Source: an optimization exercise on an open RTL-to-GDS flow (aim: small area and a short achievable clock period). Production flows keep margins and buffers that such runs may drop.
Only simulation tests tie the RTL to the original design; equivalence was not proved.

==> design/flow/design.v <==
module processor(clk, rst, i_dataValid, i_packet, o_answer);
  input clk;
  input rst;
  input i_dataValid;
  input [31:0] i_packet;
  output reg [31:0] o_answer;
  reg [6:0] rf;
  reg f;
  wire dir = i_packet[31];
  wire [30:0] v;
  wire [3:0] g;
  gctl uc0 (.vld(i_dataValid), .rst(rst), .g(g[0]));
  gctl uc1 (.vld(i_dataValid), .rst(rst), .g(g[1]));
  gctl uc2 (.vld(i_dataValid), .rst(rst), .g(g[2]));
  gctl uc3 (.vld(i_dataValid), .rst(rst), .g(g[3]));
  gate8 ug0 (.d(i_packet[7:0]), .g(g[0]), .q(v[7:0]));
  gate8 ug1 (.d(i_packet[15:8]), .g(g[1]), .q(v[15:8]));
  gate8 ug2 (.d(i_packet[23:16]), .g(g[2]), .q(v[23:16]));
  gate8 ug3 (.d({1'b0, i_packet[30:24]}), .g(g[3]), .q({nc_unused, v[30:24]}));
  wire nc_unused;
  wire [31:0] a = o_answer;
  wire [6:0] rneg = (rf == 7'd0) ? 7'd0 : 7'd100 - rf;
  wire [6:0] rin1 = f ? rf : rneg;        
  wire [6:0] rin0 = f ? rneg : rf;        
  wire [6:0] rin = dir ? rin1 : rin0;
  wire [9:0] c0 = v[11:2];
  wire [9:0] c1 = v[21:12];
  wire [8:0] c2 = v[30:22];
  wire [9:0] c1n = ~c1;
  wire [8:0] c2n = ~c2;
  wire [2:0] uq = {1'b0, v[1:0]} + {1'b0, rin[1:0]};
  wire cc = uq[2];
  wire ns_1, nc_2;
  fa uns_1 (.a(c0[0]), .b(c1n[0]), .c(c2[0]), .s(ns_1), .co(nc_2));
  wire ns_3, nc_4;
  fa uns_3 (.a(c0[7]), .b(c1n[7]), .c(c2[7]), .s(ns_3), .co(nc_4));
  wire ns_5, nc_6;
  fa uns_5 (.a(rin[2]), .b(cc), .c(ns_1), .s(ns_5), .co(nc_6));
  wire ns_7, nc_8;
  xn2 uns_7 (.a(c0[1]), .b(c1n[1]), .y(ns_7));
  or2m unc_8 (.a(c0[1]), .b(c1n[1]), .y(nc_8));
  wire ns_9, nc_10;
  fa uns_9 (.a(c2[1]), .b(c0[8]), .c(c0[7]), .s(ns_9), .co(nc_10));
  wire ns_11, nc_12;
  fa uns_11 (.a(c1n[8]), .b(c1n[7]), .c(c2[8]), .s(ns_11), .co(nc_12));
  wire ns_13, nc_14;
  fa uns_13 (.a(c2[7]), .b(rin[3]), .c(ns_7), .s(ns_13), .co(nc_14));
  wire ns_15, nc_16;
  fa uns_15 (.a(nc_2), .b(nc_4), .c(ns_9), .s(ns_15), .co(nc_16));
  wire ns_17, nc_18;
  fa uns_17 (.a(ns_11), .b(ns_13), .c(nc_6), .s(ns_17), .co(nc_18));
  wire ns_19, nc_20;
  fa uns_19 (.a(c0[2]), .b(c1n[2]), .c(c2[2]), .s(ns_19), .co(nc_20));
  wire ns_21, nc_22;
  fa uns_21 (.a(c0[9]), .b(c0[8]), .c(c1n[9]), .s(ns_21), .co(nc_22));
  wire ns_23, nc_24;
  fa uns_23 (.a(c1n[8]), .b(c2[8]), .c(rin[4]), .s(ns_23), .co(nc_24));
  wire ns_25, nc_26;
  fa uns_25 (.a(nc_8), .b(nc_10), .c(nc_12), .s(ns_25), .co(nc_26));
  wire ns_27, nc_28;
  fa uns_27 (.a(ns_19), .b(ns_21), .c(ns_23), .s(ns_27), .co(nc_28));
  wire ns_29, nc_30;
  fa uns_29 (.a(nc_14), .b(nc_16), .c(ns_25), .s(ns_29), .co(nc_30));
  wire ns_31, nc_32;
  ha uns_31 (.a(ns_27), .b(nc_18), .s(ns_31), .co(nc_32));
  wire ns_33, nc_34;
  fa uns_33 (.a(c0[3]), .b(c1n[3]), .c(c2[3]), .s(ns_33), .co(nc_34));
  wire ns_35, nc_36;
  fa uns_35 (.a(c0[9]), .b(c1n[9]), .c(rin[5]), .s(ns_35), .co(nc_36));
  wire ns_37, nc_38;
  fa uns_37 (.a(nc_20), .b(nc_22), .c(ns_33), .s(ns_37), .co(nc_38));
  wire ns_39, nc_40;
  fa uns_39 (.a(nc_24), .b(ns_35), .c(nc_26), .s(ns_39), .co(nc_40));
  wire ns_41, nc_42;
  fa uns_41 (.a(ns_37), .b(nc_28), .c(nc_30), .s(ns_41), .co(nc_42));
  wire ns_43, nc_44;
  ha uns_43 (.a(ns_39), .b(nc_32), .s(ns_43), .co(nc_44));
  wire ns_45, nc_46;
  fa uns_45 (.a(c0[4]), .b(c1n[4]), .c(c2[4]), .s(ns_45), .co(nc_46));
  wire ns_47, nc_48;
  fa uns_47 (.a(rin[6]), .b(nc_34), .c(ns_45), .s(ns_47), .co(nc_48));
  wire ns_49, nc_50;
  fa uns_49 (.a(nc_36), .b(nc_38), .c(ns_47), .s(ns_49), .co(nc_50));
  wire ns_51, nc_52;
  fa uns_51 (.a(nc_40), .b(ns_49), .c(nc_42), .s(ns_51), .co(nc_52));
  wire ns_53, nc_54;
  fa uns_53 (.a(c0[5]), .b(c1n[5]), .c(c2[5]), .s(ns_53), .co(nc_54));
  wire ns_55, nc_56;
  fa uns_55 (.a(nc_46), .b(ns_53), .c(nc_48), .s(ns_55), .co(nc_56));
  wire ns_57, nc_58;
  ha uns_57 (.a(nc_50), .b(ns_55), .s(ns_57), .co(nc_58));
  wire ns_59, nc_60;
  fa uns_59 (.a(c0[6]), .b(c1n[6]), .c(c2[6]), .s(ns_59), .co(nc_60));
  wire ns_61, nc_62;
  fa uns_61 (.a(nc_54), .b(ns_59), .c(nc_56), .s(ns_61), .co(nc_62));
  wire ng_63, np_64;
  ha unp_64 (.a(ns_3), .b(ns_5), .s(np_64), .co(ng_63));
  wire ng_65, np_66;
  ha unp_66 (.a(ns_15), .b(ns_17), .s(np_66), .co(ng_65));
  wire ng_67, np_68;
  ha unp_68 (.a(ns_29), .b(ns_31), .s(np_68), .co(ng_67));
  wire ng_69, np_70;
  ha unp_70 (.a(ns_41), .b(ns_43), .s(np_70), .co(ng_69));
  wire ng_71, np_72;
  ha unp_72 (.a(nc_44), .b(ns_51), .s(np_72), .co(ng_71));
  wire ng_73, np_74;
  ha unp_74 (.a(ns_57), .b(nc_52), .s(np_74), .co(ng_73));
  wire ng_75, np_76;
  ha unp_76 (.a(nc_58), .b(ns_61), .s(np_76), .co(ng_75));
  wire ng_77, np_78;
  ha unp_78 (.a(nc_60), .b(nc_62), .s(np_78), .co(ng_77));
  wire nG_79 = ng_65 | (np_66 & ng_63);
  wire nP_80 = np_66 & np_64;
  wire nG_81 = ng_69 | (np_70 & ng_67);
  wire nP_82 = np_70 & np_68;
  wire nG_83 = ng_73 | (np_74 & ng_71);
  wire nP_84 = np_74 & np_72;
  wire nG_85 = ng_77 | (np_78 & ng_75);
  wire nP_86 = np_78 & np_76;
  wire nG_87 = ng_67 | (np_68 & nG_79);
  wire nP_88 = np_68 & nP_80;
  wire nG_89 = nG_81 | (nP_82 & nG_79);
  wire nP_90 = nP_82 & nP_80;
  wire nG_91 = ng_75 | (np_76 & nG_83);
  wire nP_92 = np_76 & nP_84;
  wire nG_93 = nG_85 | (nP_86 & nG_83);
  wire nP_94 = nP_86 & nP_84;
  wire nG_95 = ng_71 | (np_72 & nG_89);
  wire nP_96 = np_72 & nP_90;
  wire nG_97 = nG_83 | (nP_84 & nG_89);
  wire nP_98 = nP_84 & nP_90;
  wire nG_99 = nG_91 | (nP_92 & nG_89);
  wire nP_100 = nP_92 & nP_90;
  wire nG_101 = nG_93 | (nP_94 & nG_89);
  wire nP_102 = nP_94 & nP_90;
  wire no_103;
  xr2 uno_103 (.a(np_66), .b(ng_63), .y(no_103));
  wire no_104;
  xr2 uno_104 (.a(np_68), .b(nG_79), .y(no_104));
  wire no_105;
  xr2 uno_105 (.a(np_70), .b(nG_87), .y(no_105));
  wire no_106;
  xr2 uno_106 (.a(np_72), .b(nG_89), .y(no_106));
  wire no_107;
  xr2 uno_107 (.a(np_74), .b(nG_95), .y(no_107));
  wire no_108;
  xr2 uno_108 (.a(np_76), .b(nG_97), .y(no_108));
  wire no_109;
  xr2 uno_109 (.a(np_78), .b(nG_99), .y(no_109));
  wire [8:0] fp = {nG_101, no_109, no_108, no_107, no_106, no_105, no_104, no_103, np_64};
  wire [4:0] rr;
  ftab utab (.f(fp[8:4]), .rr(rr));
  wire [5:0] s = {1'b0, rr} + {2'b0, fp[3:0]};
  wire [4:0] ry = (s >= 6'd25) ? s[4:0] + 5'd7 : s[4:0];
  wire [6:0] m = {ry, uq[1:0]};
  wire ns_110, nc_111;
  fa uns_110 (.a(ns_3), .b(ns_5), .c(ns_41), .s(ns_110), .co(nc_111));
  wire ns_112, nc_113;
  xn2 uns_112 (.a(ns_15), .b(ns_17), .y(ns_112));
  or2m unc_113 (.a(ns_15), .b(ns_17), .y(nc_113));
  wire ns_114, nc_115;
  fa uns_114 (.a(ns_112), .b(nc_44), .c(ns_51), .s(ns_114), .co(nc_115));
  wire ns_116, nc_117;
  fa uns_116 (.a(ns_3), .b(ns_5), .c(ns_29), .s(ns_116), .co(nc_117));
  wire ns_118, nc_119;
  fa uns_118 (.a(nc_113), .b(ns_31), .c(ns_57), .s(ns_118), .co(nc_119));
  wire ns_120, nc_121;
  fa uns_120 (.a(ns_116), .b(ns_118), .c(nc_52), .s(ns_120), .co(nc_121));
  wire ns_122, nc_123;
  fa uns_122 (.a(ns_15), .b(ns_17), .c(nc_58), .s(ns_122), .co(nc_123));
  wire ns_124, nc_125;
  fa uns_124 (.a(ns_41), .b(ns_61), .c(nc_117), .s(ns_124), .co(nc_125));
  wire ns_126, nc_127;
  fa uns_126 (.a(ns_43), .b(nc_119), .c(ns_122), .s(ns_126), .co(nc_127));
  wire ns_128, nc_129;
  ha uns_128 (.a(ns_124), .b(ns_126), .s(ns_128), .co(nc_129));
  wire ns_130, nc_131;
  fa uns_130 (.a(nc_60), .b(ns_29), .c(ns_31), .s(ns_130), .co(nc_131));
  wire ns_132, nc_133;
  fa uns_132 (.a(nc_62), .b(nc_44), .c(nc_123), .s(ns_132), .co(nc_133));
  wire ns_134, nc_135;
  fa uns_134 (.a(ns_130), .b(ns_51), .c(nc_125), .s(ns_134), .co(nc_135));
  wire ns_136, nc_137;
  fa uns_136 (.a(nc_127), .b(ns_132), .c(ns_134), .s(ns_136), .co(nc_137));
  wire ns_138, nc_139;
  fa uns_138 (.a(ns_57), .b(ns_41), .c(ns_43), .s(ns_138), .co(nc_139));
  wire ns_140, nc_141;
  fa uns_140 (.a(nc_131), .b(nc_52), .c(ns_138), .s(ns_140), .co(nc_141));
  wire ns_142, nc_143;
  fa uns_142 (.a(nc_133), .b(nc_135), .c(ns_140), .s(ns_142), .co(nc_143));
  wire ns_144, nc_145;
  fa uns_144 (.a(nc_58), .b(nc_44), .c(ns_61), .s(ns_144), .co(nc_145));
  wire ns_146, nc_147;
  fa uns_146 (.a(ns_51), .b(nc_139), .c(ns_144), .s(ns_146), .co(nc_147));
  wire ns_148, nc_149;
  ha uns_148 (.a(nc_141), .b(ns_146), .s(ns_148), .co(nc_149));
  wire ns_150, nc_151;
  fa uns_150 (.a(a[0]), .b(c1[0]), .c(c2n[0]), .s(ns_150), .co(nc_151));
  wire ns_152, nc_153;
  fa uns_152 (.a(c0[7]), .b(c1n[7]), .c(c2[7]), .s(ns_152), .co(nc_153));
  wire ns_154, nc_155;
  fa uns_154 (.a(nc_60), .b(ns_150), .c(ns_152), .s(ns_154), .co(nc_155));
  wire ns_156, nc_157;
  fa uns_156 (.a(ns_154), .b(ns_57), .c(nc_62), .s(ns_156), .co(nc_157));
  wire ns_158, nc_159;
  fa uns_158 (.a(nc_52), .b(ns_156), .c(nc_145), .s(ns_158), .co(nc_159));
  wire ns_160, nc_161;
  ha uns_160 (.a(nc_147), .b(ns_158), .s(ns_160), .co(nc_161));
  wire ns_162, nc_163;
  fa uns_162 (.a(a[1]), .b(c1[1]), .c(c2n[1]), .s(ns_162), .co(nc_163));
  wire ns_164, nc_165;
  fa uns_164 (.a(c0[8]), .b(c1n[8]), .c(c2[8]), .s(ns_164), .co(nc_165));
  wire ns_166, nc_167;
  fa uns_166 (.a(nc_151), .b(nc_153), .c(ns_162), .s(ns_166), .co(nc_167));
  wire ns_168, nc_169;
  fa uns_168 (.a(ns_164), .b(nc_155), .c(ns_166), .s(ns_168), .co(nc_169));
  wire ns_170, nc_171;
  fa uns_170 (.a(ns_168), .b(nc_58), .c(ns_61), .s(ns_170), .co(nc_171));
  wire ns_172, nc_173;
  fa uns_172 (.a(nc_157), .b(ns_170), .c(nc_159), .s(ns_172), .co(nc_173));
  wire ns_174, nc_175;
  fa uns_174 (.a(a[2]), .b(c1[2]), .c(c2n[2]), .s(ns_174), .co(nc_175));
  wire ns_176, nc_177;
  fa uns_176 (.a(c0[9]), .b(c0[7]), .c(c1n[9]), .s(ns_176), .co(nc_177));
  wire ns_178, nc_179;
  fa uns_178 (.a(c1n[7]), .b(c2[7]), .c(nc_60), .s(ns_178), .co(nc_179));
  wire ns_180, nc_181;
  fa uns_180 (.a(nc_163), .b(nc_165), .c(ns_174), .s(ns_180), .co(nc_181));
  wire ns_182, nc_183;
  fa uns_182 (.a(ns_176), .b(nc_167), .c(ns_178), .s(ns_182), .co(nc_183));
  wire ns_184, nc_185;
  fa uns_184 (.a(ns_180), .b(nc_169), .c(ns_182), .s(ns_184), .co(nc_185));
  wire ns_186, nc_187;
  fa uns_186 (.a(nc_62), .b(ns_184), .c(nc_171), .s(ns_186), .co(nc_187));
  wire ns_188, nc_189;
  fa uns_188 (.a(a[3]), .b(c1[3]), .c(c1[0]), .s(ns_188), .co(nc_189));
  wire ns_190, nc_191;
  fa uns_190 (.a(c2n[0]), .b(c2n[3]), .c(c0[8]), .s(ns_190), .co(nc_191));
  wire ns_192, nc_193;
  fa uns_192 (.a(c1n[8]), .b(c2[8]), .c(nc_175), .s(ns_192), .co(nc_193));
  wire ns_194, nc_195;
  fa uns_194 (.a(nc_177), .b(ns_188), .c(ns_190), .s(ns_194), .co(nc_195));
  wire ns_196, nc_197;
  fa uns_196 (.a(nc_179), .b(nc_181), .c(ns_192), .s(ns_196), .co(nc_197));
  wire ns_198, nc_199;
  fa uns_198 (.a(ns_194), .b(nc_183), .c(ns_196), .s(ns_198), .co(nc_199));
  wire ns_200, nc_201;
  ha uns_200 (.a(nc_185), .b(ns_198), .s(ns_200), .co(nc_201));
  wire ns_202, nc_203;
  fa uns_202 (.a(a[4]), .b(c1[4]), .c(c1[1]), .s(ns_202), .co(nc_203));
  wire ns_204, nc_205;
  fa uns_204 (.a(c2n[1]), .b(c2n[4]), .c(c0[9]), .s(ns_204), .co(nc_205));
  wire ns_206, nc_207;
  fa uns_206 (.a(c1n[9]), .b(nc_189), .c(nc_191), .s(ns_206), .co(nc_207));
  wire ns_208, nc_209;
  fa uns_208 (.a(ns_202), .b(ns_204), .c(nc_193), .s(ns_208), .co(nc_209));
  wire ns_210, nc_211;
  fa uns_210 (.a(nc_195), .b(ns_206), .c(nc_197), .s(ns_210), .co(nc_211));
  wire ns_212, nc_213;
  fa uns_212 (.a(ns_208), .b(nc_199), .c(ns_210), .s(ns_212), .co(nc_213));
  wire ns_214, nc_215;
  fa uns_214 (.a(a[5]), .b(c1[5]), .c(c1[2]), .s(ns_214), .co(nc_215));
  wire ns_216, nc_217;
  fa uns_216 (.a(c1[0]), .b(c2n[0]), .c(c2n[2]), .s(ns_216), .co(nc_217));
  wire ns_218, nc_219;
  fa uns_218 (.a(c2n[5]), .b(nc_203), .c(nc_205), .s(ns_218), .co(nc_219));
  wire ns_220, nc_221;
  fa uns_220 (.a(ns_214), .b(ns_216), .c(nc_207), .s(ns_220), .co(nc_221));
  wire ns_222, nc_223;
  fa uns_222 (.a(ns_218), .b(nc_209), .c(ns_220), .s(ns_222), .co(nc_223));
  wire ns_224, nc_225;
  ha uns_224 (.a(nc_211), .b(ns_222), .s(ns_224), .co(nc_225));
  wire ns_226, nc_227;
  fa uns_226 (.a(a[6]), .b(c1[6]), .c(c1[3]), .s(ns_226), .co(nc_227));
  wire ns_228, nc_229;
  fa uns_228 (.a(c1[1]), .b(c2n[1]), .c(c2n[3]), .s(ns_228), .co(nc_229));
  wire ns_230, nc_231;
  fa uns_230 (.a(c2n[6]), .b(nc_215), .c(nc_217), .s(ns_230), .co(nc_231));
  wire ns_232, nc_233;
  fa uns_232 (.a(ns_226), .b(ns_228), .c(nc_219), .s(ns_232), .co(nc_233));
  wire ns_234, nc_235;
  fa uns_234 (.a(ns_230), .b(nc_221), .c(ns_232), .s(ns_234), .co(nc_235));
  wire ns_236, nc_237;
  ha uns_236 (.a(nc_223), .b(ns_234), .s(ns_236), .co(nc_237));
  wire ns_238, nc_239;
  fa uns_238 (.a(a[7]), .b(c1[7]), .c(c1[4]), .s(ns_238), .co(nc_239));
  wire ns_240, nc_241;
  fa uns_240 (.a(c1[2]), .b(c2n[2]), .c(c2n[4]), .s(ns_240), .co(nc_241));
  wire ns_242, nc_243;
  fa uns_242 (.a(c2n[7]), .b(nc_227), .c(nc_229), .s(ns_242), .co(nc_243));
  wire ns_244, nc_245;
  fa uns_244 (.a(ns_238), .b(ns_240), .c(nc_231), .s(ns_244), .co(nc_245));
  wire ns_246, nc_247;
  fa uns_246 (.a(ns_242), .b(nc_233), .c(ns_244), .s(ns_246), .co(nc_247));
  wire ns_248, nc_249;
  ha uns_248 (.a(nc_235), .b(ns_246), .s(ns_248), .co(nc_249));
  wire ns_250, nc_251;
  fa uns_250 (.a(a[8]), .b(c1[8]), .c(c1[5]), .s(ns_250), .co(nc_251));
  wire ns_252, nc_253;
  fa uns_252 (.a(c1[3]), .b(c2n[3]), .c(c2n[5]), .s(ns_252), .co(nc_253));
  wire ns_254, nc_255;
  fa uns_254 (.a(c2n[8]), .b(nc_239), .c(nc_241), .s(ns_254), .co(nc_255));
  wire ns_256, nc_257;
  fa uns_256 (.a(ns_250), .b(ns_252), .c(nc_243), .s(ns_256), .co(nc_257));
  wire ns_258, nc_259;
  fa uns_258 (.a(ns_254), .b(nc_245), .c(ns_256), .s(ns_258), .co(nc_259));
  wire ns_260, nc_261;
  ha uns_260 (.a(nc_247), .b(ns_258), .s(ns_260), .co(nc_261));
  wire ns_262, nc_263;
  xn2 uns_262 (.a(a[9]), .b(c1[9]), .y(ns_262));
  or2m unc_263 (.a(a[9]), .b(c1[9]), .y(nc_263));
  wire ns_264, nc_265;
  fa uns_264 (.a(c1[6]), .b(c1[4]), .c(c2n[4]), .s(ns_264), .co(nc_265));
  wire ns_266, nc_267;
  fa uns_266 (.a(c2n[6]), .b(ns_262), .c(nc_251), .s(ns_266), .co(nc_267));
  wire ns_268, nc_269;
  fa uns_268 (.a(nc_253), .b(ns_264), .c(nc_255), .s(ns_268), .co(nc_269));
  wire ns_270, nc_271;
  fa uns_270 (.a(ns_266), .b(nc_257), .c(ns_268), .s(ns_270), .co(nc_271));
  wire ns_272, nc_273;
  ha uns_272 (.a(nc_259), .b(ns_270), .s(ns_272), .co(nc_273));
  wire ns_274, nc_275;
  xn2 uns_274 (.a(a[10]), .b(c1[7]), .y(ns_274));
  or2m unc_275 (.a(a[10]), .b(c1[7]), .y(nc_275));
  wire ns_276, nc_277;
  fa uns_276 (.a(c1[5]), .b(c2[0]), .c(c2n[5]), .s(ns_276), .co(nc_277));
  wire ns_278, nc_279;
  fa uns_278 (.a(c2n[7]), .b(nc_263), .c(ns_274), .s(ns_278), .co(nc_279));
  wire ns_280, nc_281;
  fa uns_280 (.a(nc_265), .b(ns_276), .c(ns_278), .s(ns_280), .co(nc_281));
  wire ns_282, nc_283;
  fa uns_282 (.a(nc_267), .b(ns_280), .c(nc_269), .s(ns_282), .co(nc_283));
  wire ns_284, nc_285;
  ha uns_284 (.a(nc_271), .b(ns_282), .s(ns_284), .co(nc_285));
  wire ns_286, nc_287;
  xn2 uns_286 (.a(a[11]), .b(c1[8]), .y(ns_286));
  or2m unc_287 (.a(a[11]), .b(c1[8]), .y(nc_287));
  wire ns_288, nc_289;
  fa uns_288 (.a(c1[6]), .b(c2[1]), .c(c2n[6]), .s(ns_288), .co(nc_289));
  wire ns_290, nc_291;
  fa uns_290 (.a(c2n[8]), .b(nc_275), .c(ns_286), .s(ns_290), .co(nc_291));
  wire ns_292, nc_293;
  fa uns_292 (.a(nc_277), .b(ns_288), .c(nc_279), .s(ns_292), .co(nc_293));
  wire ns_294, nc_295;
  fa uns_294 (.a(ns_290), .b(nc_281), .c(ns_292), .s(ns_294), .co(nc_295));
  wire ns_296, nc_297;
  ha uns_296 (.a(ns_294), .b(nc_283), .s(ns_296), .co(nc_297));
  wire ns_298, nc_299;
  fa uns_298 (.a(a[12]), .b(c1[9]), .c(c1[7]), .s(ns_298), .co(nc_299));
  wire ns_300, nc_301;
  fa uns_300 (.a(c2[2]), .b(c2n[7]), .c(nc_287), .s(ns_300), .co(nc_301));
  wire ns_302, nc_303;
  fa uns_302 (.a(nc_289), .b(ns_298), .c(nc_291), .s(ns_302), .co(nc_303));
  wire ns_304, nc_305;
  fa uns_304 (.a(ns_300), .b(nc_293), .c(ns_302), .s(ns_304), .co(nc_305));
  wire ns_306, nc_307;
  ha uns_306 (.a(nc_295), .b(ns_304), .s(ns_306), .co(nc_307));
  wire ns_308, nc_309;
  xn2 uns_308 (.a(a[13]), .b(c1[8]), .y(ns_308));
  or2m unc_309 (.a(a[13]), .b(c1[8]), .y(nc_309));
  wire ns_310, nc_311;
  fa uns_310 (.a(c2[0]), .b(c2[3]), .c(c2n[8]), .s(ns_310), .co(nc_311));
  wire ns_312, nc_313;
  fa uns_312 (.a(ns_308), .b(nc_299), .c(ns_310), .s(ns_312), .co(nc_313));
  wire ns_314, nc_315;
  fa uns_314 (.a(nc_301), .b(ns_312), .c(nc_303), .s(ns_314), .co(nc_315));
  wire ns_316, nc_317;
  ha uns_316 (.a(nc_305), .b(ns_314), .s(ns_316), .co(nc_317));
  wire ns_318, nc_319;
  fa uns_318 (.a(a[14]), .b(c1[9]), .c(c2[1]), .s(ns_318), .co(nc_319));
  wire ns_320, nc_321;
  fa uns_320 (.a(c2[4]), .b(nc_309), .c(nc_311), .s(ns_320), .co(nc_321));
  wire ns_322, nc_323;
  fa uns_322 (.a(ns_318), .b(nc_313), .c(ns_320), .s(ns_322), .co(nc_323));
  wire ns_324, nc_325;
  ha uns_324 (.a(ns_322), .b(nc_315), .s(ns_324), .co(nc_325));
  wire ns_326, nc_327;
  xn2 uns_326 (.a(a[15]), .b(c2[0]), .y(ns_326));
  or2m unc_327 (.a(a[15]), .b(c2[0]), .y(nc_327));
  wire ns_328, nc_329;
  fa uns_328 (.a(c2[2]), .b(c2[5]), .c(ns_326), .s(ns_328), .co(nc_329));
  wire ns_330, nc_331;
  fa uns_330 (.a(nc_319), .b(ns_328), .c(nc_321), .s(ns_330), .co(nc_331));
  wire ns_332, nc_333;
  ha uns_332 (.a(nc_323), .b(ns_330), .s(ns_332), .co(nc_333));
  wire ns_334, nc_335;
  xn2 uns_334 (.a(a[16]), .b(c2[1]), .y(ns_334));
  or2m unc_335 (.a(a[16]), .b(c2[1]), .y(nc_335));
  wire ns_336, nc_337;
  fa uns_336 (.a(c2[3]), .b(c2[6]), .c(nc_327), .s(ns_336), .co(nc_337));
  wire ns_338, nc_339;
  fa uns_338 (.a(ns_334), .b(nc_329), .c(ns_336), .s(ns_338), .co(nc_339));
  wire ns_340, nc_341;
  ha uns_340 (.a(ns_338), .b(nc_331), .s(ns_340), .co(nc_341));
  wire ns_342, nc_343;
  xn2 uns_342 (.a(a[17]), .b(c2[2]), .y(ns_342));
  or2m unc_343 (.a(a[17]), .b(c2[2]), .y(nc_343));
  wire ns_344, nc_345;
  fa uns_344 (.a(c2[4]), .b(c2[7]), .c(nc_335), .s(ns_344), .co(nc_345));
  wire ns_346, nc_347;
  fa uns_346 (.a(ns_342), .b(nc_337), .c(ns_344), .s(ns_346), .co(nc_347));
  wire ns_348, nc_349;
  ha uns_348 (.a(nc_339), .b(ns_346), .s(ns_348), .co(nc_349));
  wire ns_350, nc_351;
  xn2 uns_350 (.a(a[18]), .b(c2[3]), .y(ns_350));
  or2m unc_351 (.a(a[18]), .b(c2[3]), .y(nc_351));
  wire ns_352, nc_353;
  fa uns_352 (.a(c2[5]), .b(c2[8]), .c(nc_343), .s(ns_352), .co(nc_353));
  wire ns_354, nc_355;
  fa uns_354 (.a(ns_350), .b(nc_345), .c(ns_352), .s(ns_354), .co(nc_355));
  wire ns_356, nc_357;
  ha uns_356 (.a(nc_347), .b(ns_354), .s(ns_356), .co(nc_357));
  wire ns_358, nc_359;
  xn2 uns_358 (.a(a[19]), .b(c2[4]), .y(ns_358));
  or2m unc_359 (.a(a[19]), .b(c2[4]), .y(nc_359));
  wire ns_360, nc_361;
  fa uns_360 (.a(c2[6]), .b(nc_351), .c(ns_358), .s(ns_360), .co(nc_361));
  wire ns_362, nc_363;
  fa uns_362 (.a(nc_353), .b(ns_360), .c(nc_355), .s(ns_362), .co(nc_363));
  wire ns_364, nc_365;
  xn2 uns_364 (.a(a[20]), .b(c2[5]), .y(ns_364));
  or2m unc_365 (.a(a[20]), .b(c2[5]), .y(nc_365));
  wire ns_366, nc_367;
  fa uns_366 (.a(c2[7]), .b(nc_359), .c(ns_364), .s(ns_366), .co(nc_367));
  wire ns_368, nc_369;
  ha uns_368 (.a(nc_361), .b(ns_366), .s(ns_368), .co(nc_369));
  wire ns_370, nc_371;
  xn2 uns_370 (.a(a[21]), .b(c2[6]), .y(ns_370));
  or2m unc_371 (.a(a[21]), .b(c2[6]), .y(nc_371));
  wire ns_372, nc_373;
  fa uns_372 (.a(c2[8]), .b(nc_365), .c(ns_370), .s(ns_372), .co(nc_373));
  wire ns_374, nc_375;
  ha uns_374 (.a(nc_367), .b(ns_372), .s(ns_374), .co(nc_375));
  wire ns_376, nc_377;
  xn2 uns_376 (.a(a[22]), .b(c2[7]), .y(ns_376));
  or2m unc_377 (.a(a[22]), .b(c2[7]), .y(nc_377));
  wire ns_378, nc_379;
  fa uns_378 (.a(nc_371), .b(ns_376), .c(nc_373), .s(ns_378), .co(nc_379));
  wire ns_380, nc_381;
  xn2 uns_380 (.a(a[23]), .b(c2[8]), .y(ns_380));
  or2m unc_381 (.a(a[23]), .b(c2[8]), .y(nc_381));
  wire ns_382, nc_383;
  ha uns_382 (.a(nc_377), .b(ns_380), .s(ns_382), .co(nc_383));
  wire ns_384, nc_385;
  xn2 uns_384 (.a(a[24]), .b(nc_381), .y(ns_384));
  or2m unc_385 (.a(a[24]), .b(nc_381), .y(nc_385));
  wire ns_386 = ~a[25];
  wire ns_387 = ~a[26];
  wire ns_388 = ~a[27];
  wire ns_389 = ~a[28];
  wire ns_390 = ~a[29];
  wire ns_391 = ~a[30];
  wire ns_392 = ~a[31];
  wire ng_393, np_394;
  ha unp_394 (.a(ns_43), .b(ns_110), .s(np_394), .co(ng_393));
  wire ng_395, np_396;
  ha unp_396 (.a(nc_111), .b(ns_114), .s(np_396), .co(ng_395));
  wire ng_397, np_398;
  ha unp_398 (.a(nc_115), .b(ns_120), .s(np_398), .co(ng_397));
  wire ng_399, np_400;
  ha unp_400 (.a(nc_121), .b(ns_128), .s(np_400), .co(ng_399));
  wire ng_401, np_402;
  ha unp_402 (.a(nc_129), .b(ns_136), .s(np_402), .co(ng_401));
  wire ng_403, np_404;
  ha unp_404 (.a(nc_137), .b(ns_142), .s(np_404), .co(ng_403));
  wire ng_405, np_406;
  ha unp_406 (.a(ns_148), .b(nc_143), .s(np_406), .co(ng_405));
  wire ng_407, np_408;
  ha unp_408 (.a(nc_149), .b(ns_160), .s(np_408), .co(ng_407));
  wire ng_409, np_410;
  ha unp_410 (.a(nc_161), .b(ns_172), .s(np_410), .co(ng_409));
  wire ng_411, np_412;
  ha unp_412 (.a(ns_186), .b(nc_173), .s(np_412), .co(ng_411));
  wire ng_413, np_414;
  ha unp_414 (.a(ns_200), .b(nc_187), .s(np_414), .co(ng_413));
  wire ng_415, np_416;
  ha unp_416 (.a(nc_201), .b(ns_212), .s(np_416), .co(ng_415));
  wire ng_417, np_418;
  ha unp_418 (.a(ns_224), .b(nc_213), .s(np_418), .co(ng_417));
  wire ng_419, np_420;
  ha unp_420 (.a(nc_225), .b(ns_236), .s(np_420), .co(ng_419));
  wire ng_421, np_422;
  ha unp_422 (.a(nc_237), .b(ns_248), .s(np_422), .co(ng_421));
  wire ng_423, np_424;
  ha unp_424 (.a(nc_249), .b(ns_260), .s(np_424), .co(ng_423));
  wire ng_425, np_426;
  ha unp_426 (.a(nc_261), .b(ns_272), .s(np_426), .co(ng_425));
  wire ng_427, np_428;
  ha unp_428 (.a(ns_284), .b(nc_273), .s(np_428), .co(ng_427));
  wire ng_429, np_430;
  ha unp_430 (.a(nc_285), .b(ns_296), .s(np_430), .co(ng_429));
  wire ng_431, np_432;
  ha unp_432 (.a(ns_306), .b(nc_297), .s(np_432), .co(ng_431));
  wire ng_433, np_434;
  ha unp_434 (.a(nc_307), .b(ns_316), .s(np_434), .co(ng_433));
  wire ng_435, np_436;
  ha unp_436 (.a(ns_324), .b(nc_317), .s(np_436), .co(ng_435));
  wire ng_437, np_438;
  ha unp_438 (.a(ns_332), .b(nc_325), .s(np_438), .co(ng_437));
  wire ng_439, np_440;
  ha unp_440 (.a(nc_333), .b(ns_340), .s(np_440), .co(ng_439));
  wire ng_441, np_442;
  ha unp_442 (.a(ns_348), .b(nc_341), .s(np_442), .co(ng_441));
  wire ng_443, np_444;
  ha unp_444 (.a(nc_349), .b(ns_356), .s(np_444), .co(ng_443));
  wire ng_445, np_446;
  ha unp_446 (.a(nc_357), .b(ns_362), .s(np_446), .co(ng_445));
  wire ng_447, np_448;
  ha unp_448 (.a(ns_368), .b(nc_363), .s(np_448), .co(ng_447));
  wire ng_449, np_450;
  ha unp_450 (.a(nc_369), .b(ns_374), .s(np_450), .co(ng_449));
  wire ng_451, np_452;
  ha unp_452 (.a(nc_375), .b(ns_378), .s(np_452), .co(ng_451));
  wire ng_453, np_454;
  ha unp_454 (.a(ns_382), .b(nc_379), .s(np_454), .co(ng_453));
  wire ng_455, np_456;
  ha unp_456 (.a(ns_384), .b(nc_383), .s(np_456), .co(ng_455));
  wire ng_457, np_458;
  ha unp_458 (.a(ns_386), .b(nc_385), .s(np_458), .co(ng_457));
  wire ng_459, np_460;
  ha unp_460 (.a(a[25]), .b(ns_387), .s(np_460), .co(ng_459));
  wire ng_461, np_462;
  ha unp_462 (.a(a[26]), .b(ns_388), .s(np_462), .co(ng_461));
  wire ng_463, np_464;
  ha unp_464 (.a(a[27]), .b(ns_389), .s(np_464), .co(ng_463));
  wire ng_465, np_466;
  ha unp_466 (.a(a[28]), .b(ns_390), .s(np_466), .co(ng_465));
  wire ng_467, np_468;
  ha unp_468 (.a(a[29]), .b(ns_391), .s(np_468), .co(ng_467));
  wire ng_469, np_470;
  ha unp_470 (.a(a[30]), .b(ns_392), .s(np_470), .co(ng_469));
  wire nG_471 = ng_395 | (np_396 & ng_393);
  wire nP_472 = np_396 & np_394;
  wire nG_473 = ng_399 | (np_400 & ng_397);
  wire nP_474 = np_400 & np_398;
  wire nG_475 = ng_403 | (np_404 & ng_401);
  wire nP_476 = np_404 & np_402;
  wire nG_477 = ng_407 | (np_408 & ng_405);
  wire nP_478 = np_408 & np_406;
  wire nG_479 = ng_411 | (np_412 & ng_409);
  wire nP_480 = np_412 & np_410;
  wire nG_481 = ng_415 | (np_416 & ng_413);
  wire nP_482 = np_416 & np_414;
  wire nG_483 = ng_419 | (np_420 & ng_417);
  wire nP_484 = np_420 & np_418;
  wire nG_485 = ng_423 | (np_424 & ng_421);
  wire nP_486 = np_424 & np_422;
  wire nG_487 = ng_427 | (np_428 & ng_425);
  wire nP_488 = np_428 & np_426;
  wire nG_489 = ng_431 | (np_432 & ng_429);
  wire nP_490 = np_432 & np_430;
  wire nG_491 = ng_435 | (np_436 & ng_433);
  wire nP_492 = np_436 & np_434;
  wire nG_493 = ng_439 | (np_440 & ng_437);
  wire nP_494 = np_440 & np_438;
  wire nG_495 = ng_443 | (np_444 & ng_441);
  wire nP_496 = np_444 & np_442;
  wire nG_497 = ng_447 | (np_448 & ng_445);
  wire nP_498 = np_448 & np_446;
  wire nG_499 = ng_451 | (np_452 & ng_449);
  wire nP_500 = np_452 & np_450;
  wire nG_501 = ng_455 | (np_456 & ng_453);
  wire nP_502 = np_456 & np_454;
  wire nG_503 = ng_459 | (np_460 & ng_457);
  wire nP_504 = np_460 & np_458;
  wire nG_505 = ng_463 | (np_464 & ng_461);
  wire nP_506 = np_464 & np_462;
  wire nG_507 = ng_467 | (np_468 & ng_465);
  wire nP_508 = np_468 & np_466;
  wire nG_509 = ng_397 | (np_398 & nG_471);
  wire nP_510 = np_398 & nP_472;
  wire nG_511 = nG_473 | (nP_474 & nG_471);
  wire nP_512 = nP_474 & nP_472;
  wire nG_513 = ng_405 | (np_406 & nG_475);
  wire nP_514 = np_406 & nP_476;
  wire nG_515 = nG_477 | (nP_478 & nG_475);
  wire nP_516 = nP_478 & nP_476;
  wire nG_517 = ng_413 | (np_414 & nG_479);
  wire nP_518 = np_414 & nP_480;
  wire nG_519 = nG_481 | (nP_482 & nG_479);
  wire nP_520 = nP_482 & nP_480;
  wire nG_521 = ng_421 | (np_422 & nG_483);
  wire nP_522 = np_422 & nP_484;
  wire nG_523 = nG_485 | (nP_486 & nG_483);
  wire nP_524 = nP_486 & nP_484;
  wire nG_525 = ng_429 | (np_430 & nG_487);
  wire nP_526 = np_430 & nP_488;
  wire nG_527 = nG_489 | (nP_490 & nG_487);
  wire nP_528 = nP_490 & nP_488;
  wire nG_529 = ng_437 | (np_438 & nG_491);
  wire nP_530 = np_438 & nP_492;
  wire nG_531 = nG_493 | (nP_494 & nG_491);
  wire nP_532 = nP_494 & nP_492;
  wire nG_533 = ng_445 | (np_446 & nG_495);
  wire nP_534 = np_446 & nP_496;
  wire nG_535 = nG_497 | (nP_498 & nG_495);
  wire nP_536 = nP_498 & nP_496;
  wire nG_537 = ng_453 | (np_454 & nG_499);
  wire nP_538 = np_454 & nP_500;
  wire nG_539 = nG_501 | (nP_502 & nG_499);
  wire nP_540 = nP_502 & nP_500;
  wire nG_541 = ng_461 | (np_462 & nG_503);
  wire nP_542 = np_462 & nP_504;
  wire nG_543 = nG_505 | (nP_506 & nG_503);
  wire nP_544 = nP_506 & nP_504;
  wire nG_545 = ng_469 | (np_470 & nG_507);
  wire nP_546 = np_470 & nP_508;
  wire nG_547 = ng_401 | (np_402 & nG_511);
  wire nP_548 = np_402 & nP_512;
  wire nG_549 = nG_475 | (nP_476 & nG_511);
  wire nP_550 = nP_476 & nP_512;
  wire nG_551 = nG_513 | (nP_514 & nG_511);
  wire nP_552 = nP_514 & nP_512;
  wire nG_553 = nG_515 | (nP_516 & nG_511);
  wire nP_554 = nP_516 & nP_512;
  wire nG_555 = ng_417 | (np_418 & nG_519);
  wire nP_556 = np_418 & nP_520;
  wire nG_557 = nG_483 | (nP_484 & nG_519);
  wire nP_558 = nP_484 & nP_520;
  wire nG_559 = nG_521 | (nP_522 & nG_519);
  wire nP_560 = nP_522 & nP_520;
  wire nG_561 = nG_523 | (nP_524 & nG_519);
  wire nP_562 = nP_524 & nP_520;
  wire nG_563 = ng_433 | (np_434 & nG_527);
  wire nP_564 = np_434 & nP_528;
  wire nG_565 = nG_491 | (nP_492 & nG_527);
  wire nP_566 = nP_492 & nP_528;
  wire nG_567 = nG_529 | (nP_530 & nG_527);
  wire nP_568 = nP_530 & nP_528;
  wire nG_569 = nG_531 | (nP_532 & nG_527);
  wire nP_570 = nP_532 & nP_528;
  wire nG_571 = ng_449 | (np_450 & nG_535);
  wire nP_572 = np_450 & nP_536;
  wire nG_573 = nG_499 | (nP_500 & nG_535);
  wire nP_574 = nP_500 & nP_536;
  wire nG_575 = nG_537 | (nP_538 & nG_535);
  wire nP_576 = nP_538 & nP_536;
  wire nG_577 = nG_539 | (nP_540 & nG_535);
  wire nP_578 = nP_540 & nP_536;
  wire nG_579 = ng_465 | (np_466 & nG_543);
  wire nP_580 = np_466 & nP_544;
  wire nG_581 = nG_507 | (nP_508 & nG_543);
  wire nP_582 = nP_508 & nP_544;
  wire nG_583 = nG_545 | (nP_546 & nG_543);
  wire nP_584 = nP_546 & nP_544;
  wire nG_585 = ng_409 | (np_410 & nG_553);
  wire nP_586 = np_410 & nP_554;
  wire nG_587 = nG_479 | (nP_480 & nG_553);
  wire nP_588 = nP_480 & nP_554;
  wire nG_589 = nG_517 | (nP_518 & nG_553);
  wire nP_590 = nP_518 & nP_554;
  wire nG_591 = nG_519 | (nP_520 & nG_553);
  wire nP_592 = nP_520 & nP_554;
  wire nG_593 = nG_555 | (nP_556 & nG_553);
  wire nP_594 = nP_556 & nP_554;
  wire nG_595 = nG_557 | (nP_558 & nG_553);
  wire nP_596 = nP_558 & nP_554;
  wire nG_597 = nG_559 | (nP_560 & nG_553);
  wire nP_598 = nP_560 & nP_554;
  wire nG_599 = nG_561 | (nP_562 & nG_553);
  wire nP_600 = nP_562 & nP_554;
  wire nG_601 = ng_441 | (np_442 & nG_569);
  wire nP_602 = np_442 & nP_570;
  wire nG_603 = nG_495 | (nP_496 & nG_569);
  wire nP_604 = nP_496 & nP_570;
  wire nG_605 = nG_533 | (nP_534 & nG_569);
  wire nP_606 = nP_534 & nP_570;
  wire nG_607 = nG_535 | (nP_536 & nG_569);
  wire nP_608 = nP_536 & nP_570;
  wire nG_609 = nG_571 | (nP_572 & nG_569);
  wire nP_610 = nP_572 & nP_570;
  wire nG_611 = nG_573 | (nP_574 & nG_569);
  wire nP_612 = nP_574 & nP_570;
  wire nG_613 = nG_575 | (nP_576 & nG_569);
  wire nP_614 = nP_576 & nP_570;
  wire nG_615 = nG_577 | (nP_578 & nG_569);
  wire nP_616 = nP_578 & nP_570;
  wire nG_617 = ng_425 | (np_426 & nG_599);
  wire nP_618 = np_426 & nP_600;
  wire nG_619 = nG_487 | (nP_488 & nG_599);
  wire nP_620 = nP_488 & nP_600;
  wire nG_621 = nG_525 | (nP_526 & nG_599);
  wire nP_622 = nP_526 & nP_600;
  wire nG_623 = nG_527 | (nP_528 & nG_599);
  wire nP_624 = nP_528 & nP_600;
  wire nG_625 = nG_563 | (nP_564 & nG_599);
  wire nP_626 = nP_564 & nP_600;
  wire nG_627 = nG_565 | (nP_566 & nG_599);
  wire nP_628 = nP_566 & nP_600;
  wire nG_629 = nG_567 | (nP_568 & nG_599);
  wire nP_630 = nP_568 & nP_600;
  wire nG_631 = nG_569 | (nP_570 & nG_599);
  wire nP_632 = nP_570 & nP_600;
  wire nG_633 = nG_601 | (nP_602 & nG_599);
  wire nP_634 = nP_602 & nP_600;
  wire nG_635 = nG_603 | (nP_604 & nG_599);
  wire nP_636 = nP_604 & nP_600;
  wire nG_637 = nG_605 | (nP_606 & nG_599);
  wire nP_638 = nP_606 & nP_600;
  wire nG_639 = nG_607 | (nP_608 & nG_599);
  wire nP_640 = nP_608 & nP_600;
  wire nG_641 = nG_609 | (nP_610 & nG_599);
  wire nP_642 = nP_610 & nP_600;
  wire nG_643 = nG_611 | (nP_612 & nG_599);
  wire nP_644 = nP_612 & nP_600;
  wire nG_645 = nG_613 | (nP_614 & nG_599);
  wire nP_646 = nP_614 & nP_600;
  wire nG_647 = nG_615 | (nP_616 & nG_599);
  wire nP_648 = nP_616 & nP_600;
  wire nG_649 = ng_457 | (np_458 & nG_647);
  wire nP_650 = np_458 & nP_648;
  wire nG_651 = nG_503 | (nP_504 & nG_647);
  wire nP_652 = nP_504 & nP_648;
  wire nG_653 = nG_541 | (nP_542 & nG_647);
  wire nP_654 = nP_542 & nP_648;
  wire nG_655 = nG_543 | (nP_544 & nG_647);
  wire nP_656 = nP_544 & nP_648;
  wire nG_657 = nG_579 | (nP_580 & nG_647);
  wire nP_658 = nP_580 & nP_648;
  wire nG_659 = nG_581 | (nP_582 & nG_647);
  wire nP_660 = nP_582 & nP_648;
  wire nG_661 = nG_583 | (nP_584 & nG_647);
  wire nP_662 = nP_584 & nP_648;
  wire no_663;
  xr2 uno_663 (.a(np_408), .b(nG_551), .y(no_663));
  wire no_664;
  xr2 uno_664 (.a(np_410), .b(nG_553), .y(no_664));
  wire no_665;
  xr2 uno_665 (.a(np_412), .b(nG_585), .y(no_665));
  wire no_666;
  xr2 uno_666 (.a(np_414), .b(nG_587), .y(no_666));
  wire no_667;
  xr2 uno_667 (.a(np_416), .b(nG_589), .y(no_667));
  wire no_668;
  xr2 uno_668 (.a(np_418), .b(nG_591), .y(no_668));
  wire no_669;
  xr2 uno_669 (.a(np_420), .b(nG_593), .y(no_669));
  wire no_670;
  xr2 uno_670 (.a(np_422), .b(nG_595), .y(no_670));
  wire no_671;
  xr2 uno_671 (.a(np_424), .b(nG_597), .y(no_671));
  wire no_672;
  xr2 uno_672 (.a(np_426), .b(nG_599), .y(no_672));
  wire no_673;
  xr2 uno_673 (.a(np_428), .b(nG_617), .y(no_673));
  wire no_674;
  xr2 uno_674 (.a(np_430), .b(nG_619), .y(no_674));
  wire no_675;
  xr2 uno_675 (.a(np_432), .b(nG_621), .y(no_675));
  wire no_676;
  xr2 uno_676 (.a(np_434), .b(nG_623), .y(no_676));
  wire no_677;
  xr2 uno_677 (.a(np_436), .b(nG_625), .y(no_677));
  wire no_678;
  xr2 uno_678 (.a(np_438), .b(nG_627), .y(no_678));
  wire no_679;
  xr2 uno_679 (.a(np_440), .b(nG_629), .y(no_679));
  wire no_680;
  xr2 uno_680 (.a(np_442), .b(nG_631), .y(no_680));
  wire no_681;
  xr2 uno_681 (.a(np_444), .b(nG_633), .y(no_681));
  wire no_682;
  xr2 uno_682 (.a(np_446), .b(nG_635), .y(no_682));
  wire no_683;
  xr2 uno_683 (.a(np_448), .b(nG_637), .y(no_683));
  wire no_684;
  xr2 uno_684 (.a(np_450), .b(nG_639), .y(no_684));
  wire no_685;
  xr2 uno_685 (.a(np_452), .b(nG_641), .y(no_685));
  wire no_686;
  xr2 uno_686 (.a(np_454), .b(nG_643), .y(no_686));
  wire no_687;
  xr2 uno_687 (.a(np_456), .b(nG_645), .y(no_687));
  wire no_688;
  xr2 uno_688 (.a(np_458), .b(nG_647), .y(no_688));
  wire no_689;
  xr2 uno_689 (.a(np_460), .b(nG_649), .y(no_689));
  wire no_690;
  xr2 uno_690 (.a(np_462), .b(nG_651), .y(no_690));
  wire no_691;
  xr2 uno_691 (.a(np_464), .b(nG_653), .y(no_691));
  wire no_692;
  xr2 uno_692 (.a(np_466), .b(nG_655), .y(no_692));
  wire no_693;
  xr2 uno_693 (.a(np_468), .b(nG_657), .y(no_693));
  wire no_694;
  xr2 uno_694 (.a(np_470), .b(nG_659), .y(no_694));
  wire [31:0] sum = {no_694, no_693, no_692, no_691, no_690, no_689, no_688, no_687, no_686, no_685, no_684, no_683, no_682, no_681, no_680, no_679, no_678, no_677, no_676, no_675, no_674, no_673, no_672, no_671, no_670, no_669, no_668, no_667, no_666, no_665, no_664, no_663};
  always @(posedge clk) begin
    o_answer <= rst ? 32'd0 : sum;
    rf <= rst ? 7'd50 : m;
    f <= dir;
  end
endmodule
module ftab(input [4:0] f, output [4:0] rr);
  assign rr[0] = (f == 5'd2) | (f == 5'd3) | (f == 5'd5) | (f == 5'd6) | (f == 5'd8) | (f == 5'd9) | (f == 5'd11) | (f == 5'd12) | (f == 5'd15) | (f == 5'd18) | (f == 5'd21) | (f == 5'd24) | (f == 5'd27) | (f == 5'd28) | (f == 5'd30) | (f == 5'd31);
  assign rr[1] = (f == 5'd2) | (f == 5'd3) | (f == 5'd4) | (f == 5'd8) | (f == 5'd9) | (f == 5'd10) | (f == 5'd15) | (f == 5'd16) | (f == 5'd17) | (f == 5'd21) | (f == 5'd22) | (f == 5'd23) | (f == 5'd27) | (f == 5'd28) | (f == 5'd29);
  assign rr[2] = (f == 5'd2) | (f == 5'd3) | (f == 5'd4) | (f == 5'd5) | (f == 5'd6) | (f == 5'd7) | (f == 5'd15) | (f == 5'd16) | (f == 5'd17) | (f == 5'd18) | (f == 5'd19) | (f == 5'd20) | (f == 5'd27) | (f == 5'd28) | (f == 5'd29) | (f == 5'd30) | (f == 5'd31);
  assign rr[3] = (f == 5'd4) | (f == 5'd7) | (f == 5'd10) | (f == 5'd13) | (f == 5'd14) | (f == 5'd15) | (f == 5'd18) | (f == 5'd21) | (f == 5'd24) | (f == 5'd29);
  assign rr[4] = (f == 5'd1) | (f == 5'd3) | (f == 5'd6) | (f == 5'd9) | (f == 5'd12) | (f == 5'd14) | (f == 5'd17) | (f == 5'd20) | (f == 5'd23) | (f == 5'd26) | (f == 5'd28) | (f == 5'd31);
endmodule
module gctl(input vld, input rst, output g);
  assign g = vld & ~rst;
endmodule
module gate8(input [7:0] d, input g, output [7:0] q);
  assign q = d & {8{g}};
endmodule
module fa(input a, input b, input c, output s, output co);
  assign s = a ^ b ^ c;
  assign co = (a & b) | (a & c) | (b & c);
endmodule
module ao21(input a, input b, input c, output y);
  assign y = a | (b & c);
endmodule
module xn2(input a, input b, output y);
  assign y = ~(a ^ b);
endmodule
module or2m(input a, input b, output y);
  assign y = a | b;
endmodule
module an2(input a, input b, output y);
  assign y = a & b;
endmodule
module xr2(input a, input b, output y);
  assign y = a ^ b;
endmodule
module ha(input a, input b, output s, output co);
  assign s = a ^ b;
  assign co = a & b;
endmodule
==> design/flow/flow/run.sh <==
#!/bin/bash
# Standard layout, with plain buf_1 cells as the buffers that every input and output port gets,
# and timing repair asked to keep 29 ns of setup slack (a 13 ns path) so that the resizer
# buffers and sizes the critical path instead of leaving minimum-size gates on it.
set -euo pipefail
export BUFFER_PORTS_ARGS="-buffer_cell sky130_fd_sc_hd__buf_1"
export SETUP_SLACK_MARGIN=29
bash standard.sh > standard.log 2>&1
==> design/flow/standard.sh <==
#!/bin/bash
# synth_recipe.tcl (not shown) runs the flow's synth.tcl, then flattens the netlist and writes it again
# the make line also repeats each setting of config.mk as NAME=value (left out here)
make -C /OpenROAD-flow-scripts/flow DESIGN_CONFIG=/design/flow/config.mk WORK_HOME=/design/flow/orfs CLKGATE_MAP_FILE= SYNTH_SCRIPT=/design/flow/synth_recipe.tcl "${@:-finish}"
==> design/flow/config.mk <==
export PLATFORM = sky130hd
export DESIGN_NAME = processor
export DESIGN_NICKNAME = processor
export VERILOG_FILES = /design/flow/design.v
export SDC_FILE = /design/flow/constraint.sdc
export NUM_CORES = 4
export LEC_CHECK = 0
export CAP_MARGIN = 20
export CORE_MARGIN = 2
export CORE_UTILIZATION = 60
export SLEW_MARGIN = 20
export SYNTH_HIERARCHICAL = 1
==> design/flow/constraint.sdc <==
create_clock -name core_clock -period 42.0 [get_ports {clk}]
set_input_delay 8.4000 -clock core_clock [delete_from_list [all_inputs] [get_ports {clk}]]
set_output_delay 8.4000 -clock core_clock [all_outputs]
set_load 0.01 [all_outputs]
==> results.txt, run 1 <==
Die H=about 110 microns; cells after synthesis=approximately 640; most frequent CP cell=fa_2; Max Slew Vio Count=0; CTS tree=done; DP HPWL=~13000 microns; CTS Buf Count=5; Die Span X=~110 microns; vias in the first global route=between 5000 and 6000; Min-Delay Path Class=reg2reg; DRC=0; final WL=~18000 microns; WHS=0.7091 ns; CP startpoint kind=input pin; Finish-stage setup viols=0; Final ANT Viol Nets=0; PnR worst setup slack=between 20 and 30 ns; Synth Cell Area=roughly 7000 sq um; first-pass GRT wire length=roughly 29000 microns; setup TNS=0 ns; Avg Inst Size Synth=roughly 11 sq um; Max Cap Viol=0; initial antenna violation count=0; CORE AREA=between 10000 and 15000 sq um; Initial Util=around three fifths; I/O pin count=67; Post-Syn Nets=roughly 900; drt wl/cell=between 15 and 20 microns; Finished Layout Cells=923; Yosys warnings=7; RSZ-0062 raised after global routing=yes; placed cells=842; Total GRT Usage=between 30% and 40%; Clk Latency, worst-skew pair=slightly below 0.3 ns; final hold violations=0; net count reported at finish=1024; antenna diode count=0; Worst Path Max Fanout=7; minimum clock period=between 10 and 15 ns; RePlAce Congestion=about 0.9; crit-path max cell delay=between 0.5 and 0.6 ns; pre-CTS setup slack=approximately 26 ns; Pre-Repair DR Iteration Count=4; clock transition at the registers of the reported paths=around 0.06 ns; H-tree lvl count=2; DR vias=roughly 5300; Slew HR=51.25%; fmax=approximately 69 MHz; Critical Path End Type=register; Root Buffer=clkbuf_16; Rows=39; Crit Path Category=in2reg; Die Area=around 13000 sq um; Worst Skew=0.006481 ns; Final Cycle Share=between 30% and 40%; initial DRC count=347; Worst Tran Pin Value=between 0.7 and 0.8 ns; CTS Buffer Depth=2; status=complete, no violations; total grt overflow=0; Port Buf Inserts=66; Synth-to-Final Area Change=25.96%; crit path max-delay cell type=fa_2; clock sinks=40; layout cell share with drive strength beyond 1=25.90%; vias per std cell=between 5 and 6; critical path arrival=14.67 ns; Required @ worst endpoint=42.18 ns; largest net degree at the start of global routing=22; R2R Setup Slk=approximately 35 ns
==> cell type report <==
type | count | area, sq um
Sequential cell | 40 | 800.8
Clock inverter | 2 | 38.79
Tap cell | 143 | 178.9
Timing Repair Buffer | 140 | 945.9
Inverter | 41 | 165.2
Multi-Input combinational cell | 551 | 6515
Clock buffer | 6 | 138.9
Fill cell | 751 | 2586
==> sequential cells by signal, indices dropped and copies added (netlist names) <==
| signal | count |
|---|---|
| o_answer | 32 |
| f | 1 |
| rf | 7 |
==> path summary, 6_finish.rpt <==
check	start	to	cells past startpoint
min	o_answer[31]	o_answer[31]	4
min reg2reg	o_answer[31]	o_answer[31]	4
max reg2reg	rf[1]	rf[4]	31
max	rst	rf[4]	29
==> stage by stage <==
step | cell area [sq um] | util [%]
after global routing | 8783 | 77.25
after global placement | 7531 | 66.24
after detailed placement | 7538 | 66.30
after CTS | 8279 | 72.82
after floorplan | 7183 | -
final | 8783 | 77.25
==> what timing repair did <==
item,CTS,global route
hold buffers,0,0
setup endpoints to repair,37,37
pin swaps,35,41
buffers inserted,40,31
gates cloned,2,0
resized for setup,49,60
==> worst max-delay path, delay by kind of cell <==
family          cells  cell delay (ns)
buf+inv             5             0.47
fa+ha+maj           9             3.28
compound gates      9             1.78
xor+xnor            1             0.16
simple gates        5             0.55
==> metal layers <==
metal	GRT usage (%)	wire, microns	part of all wire (%)
met3	5.498	809	4.4
met4	10.62	444	2.4
met2	49.66	9205	50
met1	40.17	7819	43
met5	0	0	0
==> layout by cell type, fill, tap and decap left out, drive strengths merged, types with 3 or more instances in the layout <==
cell,count
buf,137
fa,131
ha,79
xor2,42
dfxtp,40
inv,40
nor2b,39
and2,34
a21o,31
nand2,26
o21ai,24
xnor2,21
or2,19
nor2,17
a21oi,14
nand3,8
clkbuf,7
a31o,6
nand2b,4
nand4,4
a221o,4
nor3,4
o211ai,3
nand3b,3
==> run 2: changes to the inputs <==
==> design/flow/flow/run.sh (replaced) <==
#!/bin/bash
# Standard layout, with plain buf_1 cells as the buffers that every input and output port gets,
# and timing repair asked to keep 26 ns of setup slack (a 16 ns path) so that the resizer
# buffers and sizes the critical path instead of leaving minimum-size gates on it.
set -euo pipefail
export BUFFER_PORTS_ARGS="-buffer_cell sky130_fd_sc_hd__buf_1"
export SETUP_SLACK_MARGIN=26
bash standard.sh > standard.log 2>&1
==> run 2 against run 1 <==
Routed wire length decreased by 16%. Area after synthesis unchanged. Non-clock buffer count decreased by 73. Register-to-register slack got worse by 0.90 ns. Die area unchanged. Final cell count decreased by 7.9%. Maximum frequency decreased by 6.8%. Utilization decreased by 11 points. Critical path depth decreased by 2. First-iteration DRC count decreased by 16%. Critical endpoint is now rf[3].
==> results.txt, run 2 <==
initial antenna violation count=0; Avg Inst Size Synth=~11 sq um; cts hold-fix bufs=0; Root Buffer=clkbuf_16; minimum clock period=about 16 ns; Max Slew Vio Count=0; Yosys warnings=7; Worst Skew=0.01221 ns; sequential standard cell area=approximately 800 sq um; status=complete, no violations; Final Cycle Share=about 37%; final WL=roughly 15000 microns; H-tree lvl count=2; crit path max-delay cell type=fa_1; Clk Latency, worst-skew pair=about 0.30 ns; Initial Util=roughly three fifths; CTS Buffer Depth=2; Pre-Repair DR Iteration Count=5; final hold violations=0; Worst Tran Pin Value=between 0.8 and 0.9 ns; DRC=0; most flop-heavy register=o_answer; setup TNS=0 ns; most frequent cells in the layout=131 x fa_1, 79 x ha_1, 65 x buf_1; most common cell after layout, fill and taps aside=fa_1; Required @ worst endpoint=roughly 42 ns; Synth Cell Area=approximately 7000 sq um; DP HPWL=roughly 13000 microns; layout cell share with drive strength beyond 1=under 10%; CP startpoint kind=input pin; Final ANT Viol Nets=0; vias in the first global route=~5100; cells after synthesis=644; antenna diode count=0; Fillers=930; critical path arrival=approximately 16 ns; clock sinks=40; clock transition at the registers of the reported paths=~0.07 ns; PnR worst setup slack=~26 ns; Design Area, Final=roughly 7500 sq um; vias per std cell=5.734; Crit Path Category=in2reg; CTS Buf Count=5; DR vias=around 4900; crit-path max cell delay=around 0.66 ns; largest net degree at the start of global routing=44; most frequent CP cell=fa_1; pre-CTS setup slack=25.40 ns; Die Area=roughly 13000 sq um; Largest regs=o_answer: 32 flops, rf: 7 flops, f: 1 flops; Synth-to-Final Area Change=7.967%; Min-Delay Path Class=reg2reg; Die H=approximately 110 microns; max FFs per register=32; Critical Path End Type=register; drt wl/cell=17.96 microns; Max Cap Viol=0; Finish-stage setup viols=0; CORE AREA=between 10000 and 15000 sq um; total grt overflow=0; post-CTS setup buffer count=0; WHS=slightly above 0.7 ns; initial DRC count=292; Slew HR=between 40% and 50%; Die Span X=around 110 microns; net count reported at finish=between 900 and 1000; Worst Path Max Fanout=between 40 and 50; RePlAce Congestion=~0.87; fmax=approximately 64 MHz; Rows=39; first-pass GRT wire length=~26000 microns; multi-input logic area=between 5000 and 6000 sq um; Port Buf Inserts=66; Post-Syn Nets=about 890; dpl cell area=approximately 7300 sq um; Total GRT Usage=about a quarter; I/O pin count=67; CTS tree=done; RSZ-0062 raised after global routing=no
run 2: critical path, delay by kind of cell:
kind            cells  cell delay [ns]
fa+ha+maj          10             4.02
buf+inv             3             0.48
compound gates      6             1.56
mux                 1             0.17
simple gates        7             1.05
run 2: what timing repair did:
item                                   4_1_cts  5_1_grt
cloned                                       0        0
endpoints found under the hold margin        0        0
gates resized for setup                      3        7
setup endpoints to repair                    3        4
run 2: layer usage:
layer | vias up | GRT usage, % | wire length [microns]
met3 | 18 | 5.879 | 894
met4 | 0 | 6.255 | 274
met1 | 2421 | 36.67 | 6797
met2 | 136 | 43.19 | 7296
met5 | - | 0 | 0
li1 | 2299 | - | -
run 2: cell type report:
cell class / instances / share of cell area (%)
multi-input cells: 551 / 79.51
flip-flops and latches: 40 / 10.64
repair buffers: 67 / 3.457
well taps: 143 / 2.377
inverters: 41 / 2.044
clock buffers: 5 / 1.662
clock inverters: 3 / 0.3158
run 2: final timing paths:
check / slack [ns] / startpoint / cells after the start / endpoint
worst max register to register: 34.48 / f / 29 / rf[3]
worst min register to register: 0.71 / o_answer[31] / 4 / o_answer[31]
worst max-delay path: 26.45 / rst / 27 / rf[3]
worst min-delay path: 0.71 / o_answer[31] / 4 / o_answer[31]
run 2: stage by stage:
stage / cells / util, %
2_1_floorplan: 644 / -
3_3_place_gp: 842 / 64.42
3_5_place_dp: 842 / 64.49
4_1_cts: 850 / 66.03
5_1_grt: 850 / 66.22
6_report: 850 / 66.22
==> run 3: changes to the inputs <==
==> design/flow/flow/run.sh (replaced) <==
#!/bin/bash
# Standard layout, with plain buf_1 cells (instead of the default delay buffers) as the
# buffers that every input and output port gets.
set -euo pipefail
export BUFFER_PORTS_ARGS="-buffer_cell sky130_fd_sc_hd__buf_1"
bash standard.sh > standard.log 2>&1
==> run 3 against run 2 <==
Final cell count did not move. First-iteration DRC count grew 13%. Non-clock buffer count stayed put. Critical endpoint unchanged. Utilization is 0.35 points lower. Cell area decreased by 0.53%. Synthesized cell count unchanged. Critical path depth is the same.
==> results.txt, run 3 <==
pre-CTS setup slack=~25 ns; first-pass GRT wire length=between 20000 and 30000 microns; Port Buf Inserts=66; layout cell share with drive strength beyond 1=under 10%; Yosys warnings=7; CORE AREA=11370 sq um; Max Slew Vio Count=0; I/O pin count=67; drt wl/cell=around 18 microns; Largest regs=o_answer: 32 flops, rf: 7 flops, f: 1 flops; CTS tree=done; WHS=0.7084 ns; Critical Path End Type=register; fmax=a little over 60 MHz; Worst Path Max Fanout=between 40 and 50; setup TNS=0 ns; met2 Use GR=around 43%; most flop-heavy register=o_answer; Final Cycle Share=about 38%; cts hold-fix bufs=0; cells after synthesis=644; Required @ worst endpoint=around 42 ns; PnR worst setup slack=25.85 ns; RePlAce Congestion=a little under 0.9; Min-Delay Path Class=reg2reg; Crit. Startpoint=rst; Avg Inst Size Synth=around 11 sq um; final WL=around 15000 microns; clock transition at the registers of the reported paths=0.07 ns; max FFs per register=32; hold path start=o_answer[31]; Root Buffer=clkbuf_16; most common cell after layout, fill and taps aside=fa_1; Initial Util=61.33%; GR met3 Demand/Resource=between 5 and 6%; Synth-to-Final Area Change=7.393%; Post-Syn Nets=just under 900; Pre-Repair DR Iteration Count=5; antenna diode count=0; minimum clock period=16.15 ns; Fillers=931; DRC=0; Max Cap Viol=0; Die Span X=111.8 microns; vias per std cell=~5.7; Worst Tran Pin Value=a little over 1 ns; Slew HR=roughly 32%; Worst Hold End=o_answer[31]; Worst Skew=between 0.01 and 0.015 ns; Final ANT Viol Nets=0; Crit Reg-Reg Startpoint=f; most frequent cells in the layout=131 x fa_1, 79 x ha_1, 65 x buf_1; Die H=111.8 microns; initial DRC count=331; CTS Buffer Depth=2; initial antenna violation count=0; R2R depth=28; H-tree lvl count=2; Die Area=roughly 13000 sq um; worst reg2reg path endpoint=rf[3]; largest net degree at the start of global routing=44; Finish-stage setup viols=0; post-CTS setup buffer count=0; status=complete, no violations; vias in the first global route=5130; total grt overflow=0; Crit Path Category=in2reg; CP startpoint kind=input pin; final hold violations=0; post-CTS sizing=0; R2R Setup Slk=33.89 ns; layer with the highest usage=met2; GRT met1 Usage=a little under two fifths; clock sinks=40; DR vias=around 5000; Synth Cell Area=between 6000 and 7000 sq um; hold path depth=4; net count reported at finish=951; RSZ-0062 raised after global routing=no; Rows=39; critical path arrival=16.31 ns; DP HPWL=about 13000 microns; Total GRT Usage=a little over a quarter; Clk Latency, worst-skew pair=~0.3 ns; CTS Buf Count=5
-- run 3: area by class of cell --
class                      count  area (sq um)  area share (%)
inverter                      41         153.9           2.055
timing repair buffer          67         256.5           3.425
clock inverter                 3         23.77          0.3175
tap                          143         178.9           2.389
clock buffer                   5         125.1           1.671
multi-input combinational    551          5949           79.45
sequential                    40         800.8           10.69
-- run 3: critical path, stage by stage --
cell	delay [ns]
clkbuf_2	0.08
buf_4	0.30
nor2b_4	0.22
and2_1	0.32
inv_1	0.21
fa_1	0.47
fa_1	0.47
fa_1	0.41
fa_1	0.40
fa_1	0.66
ha_1	0.32
a21o_1	0.21
a21o_1	0.21
xor2_1	0.81
maj3_2	0.34
nor3b_1	0.05
a221o_1	0.30
ha_1	0.20
inv_1	0.07
fa_1	0.48
ha_1	0.26
nand2_1	0.10
nor2_1	0.06
a2111oi_0	0.55
nor2_1	0.19
mux2i_1	0.19
nor2_1	0.05
-- run 3: worst max path at each step --
| stage | endpoint | slack, ns | depth (start not counted) |
|---|---|---|---|
| 2_1_floorplan | rf[4] | 27.07 | 27 |
| 3_3_place_gp | rf[4] | 25.83 | 27 |
| 3_5_place_dp | rf[4] | 25.40 | 27 |
| 4_1_cts | rf[3] | 25.69 | 27 |
| 5_1_grt | rf[2] | 25.33 | 27 |
| 6_report | rf[3] | 25.85 | 27 |
-- run 3: metrics by stage --
step	util (%)	instances	area, sq um
finish	65.86	850	7488
global route	65.86	850	7488
CTS	65.80	850	7481
detailed placement	64.49	842	7332
global placement	64.42	842	7325
floorplan	-	644	6973
-- run 3: metal layers --
layer	routed length, microns	vias up
li1	-	2301
met1	6867	2407
met2	7219	138
met3	856	20
met4	277	0
met5	0	-

==> port drivers added, routing unchanged <==
Ports are ideal in the flow. The routed layouts listed here were re-timed in OpenROAD.
Step 1 (the two cells are an assumption about what drives the block):
set clk [get_ports {clk}]
set_driving_cell -lib_cell sky130_fd_sc_hd__clkbuf_16 $clk
set_driving_cell -lib_cell sky130_fd_sc_hd__buf_2 [delete_from_list [all_inputs] $clk]
Step 2 also shifts input and output timing later by t, the mid clock arrival at the registers, as if the neighbouring blocks saw the same clock.
Slacks: ideal ports / drivers / drivers and shift; pairs: ideal ports / drivers.
| run | t (ns) | setup WS [ns] | worst setup path at the end | worst register clock-pin slew, ns |
|---|---|---|---|---|
| run 1 | 0.333 | 27.513 / 27.515 / 27.183 | input to register | 0.06 / 0.06 |
| run 2 | 0.338 | 26.454 / 26.473 / 26.135 | input to register | 0.07 / 0.07 |
| run 3 | 0.338 | 25.854 / 25.876 / 25.538 | input to register | 0.07 / 0.07 |
After both steps every run listed still meets setup and hold. For run 1, which loses most, drivers alone change the setup slack by +0.002 ns; drivers and shift together by -0.330 ns.
